What follows belongs to an exercise in optimizing a design on an open flow for small area; a production flow would make more cautious choices.
Function was checked by simulation only, so behaviour that the tests miss may differ from the original.

## ImagineThinker
module ImagineThinker(clk,rst,inst_addr,inst_data,data_addr,data_rdata,data_wdata,data_we);
Size in the first run: ~3100 cells after synthesis, roughly 99 I/O pins, roughly 36000 µm² of cells after synthesis.
==> flow/config.mk <==
export PLATFORM = sky130hd
export DESIGN_NAME = ImagineThinker
export DESIGN_NICKNAME = ImagineThinker
export VERILOG_FILES = /design/flow/design.v
export SDC_FILE = /design/flow/constraint.sdc
export NUM_CORES = 4
export LEC_CHECK = 0
export ABC_CLOCK_PERIOD_IN_PS = 10000
export CAP_MARGIN = 5
export CORE_MARGIN = 2
export CORE_UTILIZATION = 45
export CTS_BUF_LIST = sky130_fd_sc_hd__clkbuf_4
export CTS_CLUSTER_DIAMETER = 60
export CTS_CLUSTER_SIZE = 7
export SLEW_MARGIN = 5
==> flow/constraint.sdc <==
create_clock -name core_clock -period 10.0 [get_ports {clk}]
set_input_delay 2.0000 -clock core_clock [delete_from_list [all_inputs] [get_ports {clk}]]
set_output_delay 2.0000 -clock core_clock [all_outputs]
set_load 0.01 [all_outputs]
standard.sh (not shown) runs the stock make flow with config.mk's settings and CLKGATE_MAP_FILE= SYNTH_SCRIPT=/design/flow/synth_recipe.tcl, a recipe that flattens the netlist after the stock synthesis.
==> flow/flow/run.sh <==
#!/bin/bash
# Own layout flow: the standard ORFS flow (standard.sh) with a copy of the
# ORFS scripts in which
#  - synthesis maps logic with an area-oriented ABC script (flow/abc_area.script)
#    and keeps the module hierarchy through technology mapping
#    (SYNTH_HIERARCHICAL=1; the standard flow's synthesis script flattens it afterwards as
#    usual), so that each module is mapped on its own; flip-flops are mapped
#    by the unchanged dfflibmap step, before ABC;
#  - the quick ABC pass inside Yosys's synth is skipped for the multiplier
#    modules only (flow/synth_proc.tcl);
#  - full adders are not extracted in the modules named it_fast* (the
#    multiplier's final parallel-prefix adder and the divider's two
#    subtractors), so ABC maps their carry logic as plain gates, which are
#    faster than a chain of full-adder cells;
#  - port buffering uses the smallest buffer cell;
#  - clock tree synthesis inserts no dummy loads.
# Each tool's output goes to ORFS's own per-step logs under orfs/logs; this
# script's own output goes to flow_setup.log and flow_make.log.
set -euo pipefail
W=$(pwd)
S=$W/myscripts
{
  rm -rf "$S"
  cp -r "$FLOW_HOME/scripts" "$S"
  cp "$W/flow/abc_area.script" "$S/abc_speed.script"
  cp "$W/flow/abc_area.script" "$S/abc_area.script"
  sed -i 's/buffer_ports {\*}\[env_var_or_empty BUFFER_PORTS_ARGS\]/buffer_ports -buffer_cell sky130_fd_sc_hd__buf_1/' "$S/global_place.tcl"
  sed -i 's/^  -repair_clock_nets\]/  -repair_clock_nets -dont_use_dummy_load]/' "$S/cts.tcl"
  { cat "$W/flow/synth_proc.tcl"; tail -n +2 "$W/synth_recipe.tcl"; } > "$W/my_synth.tcl"
  sed -i 's/^  extract_fa {\*}\[dont_use_extract_fa_args\]$/  extract_fa {*}[dont_use_extract_fa_args] {*}[lsearch -all -inline -not [tee -q -s result.string select -list-mod *] it_fast*]/' "$S/synth.tcl"
  grep -n "extract_fa {" "$S/synth.tcl"
  grep -n "buffer_ports" "$S/global_place.tcl"
  grep -n "dont_use_dummy_load" "$S/cts.tcl"
  cat "$W/my_synth.tcl"
} > "$W/flow_setup.log" 2>&1
bash standard.sh SCRIPTS_DIR="$S" SYNTH_HIERARCHICAL=1 SYNTH_SCRIPT="$W/my_synth.tcl" finish > "$W/flow_make.log" 2>&1
Other scripts of this flow, unchanged in this note and not shown: flow/flow/abc_area.script, flow/flow/synth_proc.tcl
The baseline went through all stages and came out clean.
Edit:
CORE_UTILIZATION = 50   (was 45)
CTS_CLUSTER_DIAMETER = 50   (was 60)
CTS_CLUSTER_SIZE = 8   (was 7)
Effect:
- The changed run passed the timing, design-rule and antenna checks
- wire length came out lower by 2.1%
- first-iteration DRC count came out higher by 4.5%
- fmax barely changes
- register-to-register slack improved by 0.02 ns
- clock-buffer cell count came out lower by 11
- setup slack improved by 0.021 ns
- hold slack improved by 0.0035 ns
Edit:
CAP_MARGIN = 0   (was 5)
CTS_CLUSTER_DIAMETER = 60   (was 50)
CTS_CLUSTER_SIZE = 7   (was 8)
SLEW_MARGIN = 0   (was 5)
Worst setup slack gets worse by 0.022 ns.
Maximum frequency hardly moves.
Clock-buffer cell count climbs by 10.
Design area is about the same.
Global-route usage stays flat.
Routed wire length hardly moves.
Synthesized cell count is unchanged.
Hold slack gets worse by 0.0088 ns.
Edit:
CAP_MARGIN = 20   (was 0)
SLEW_MARGIN = 20   (was 0)
=> First-iteration DRC count fell by 0.51%; maximum frequency hardly moves; global-route usage hardly moves; wire length barely changes.

## separate check: timing with driven ports
How much do the figures lean on ideal ports? The routed layouts below were timed once more, with nothing changed but the port constraints. Step 1 (the two cells are an assumption about what drives the block):
set clk [get_ports {clk}]
set_driving_cell -lib_cell sky130_fd_sc_hd__clkbuf_16 $clk
set_driving_cell -lib_cell sky130_fd_sc_hd__buf_2 [delete_from_list [all_inputs] $clk]
Step 2 times the ports against the registers' clock, not the clock port: input delays grow and output delays shrink by t, the midpoint of the rising clock arrivals with the driver on. a / b / c = ideal ports / drivers / drivers and shift; a / b = the first two.
run | shift t [ns] | setup slack, ns | worst hold slack (ns) | worst setup path at the end | worst data-port slew with drivers (ns)
the first run | 0.959 | 0.419 / 0.419 / 0.419 | 0.421 / 0.421 / 0.421 | register to register | 0.10
the second run | 0.934 | 0.441 / 0.441 / 0.441 | 0.425 / 0.425 / 0.425 | register to register | 0.09
the third run | 0.960 | 0.419 / 0.419 / 0.419 | 0.416 / 0.416 / 0.416 | register to register | 0.10
the fourth run | 0.926 | 0.438 / 0.438 / 0.438 | 0.423 / 0.423 / 0.423 | register to register | 0.08
After both steps setup and hold are still met in every run listed.
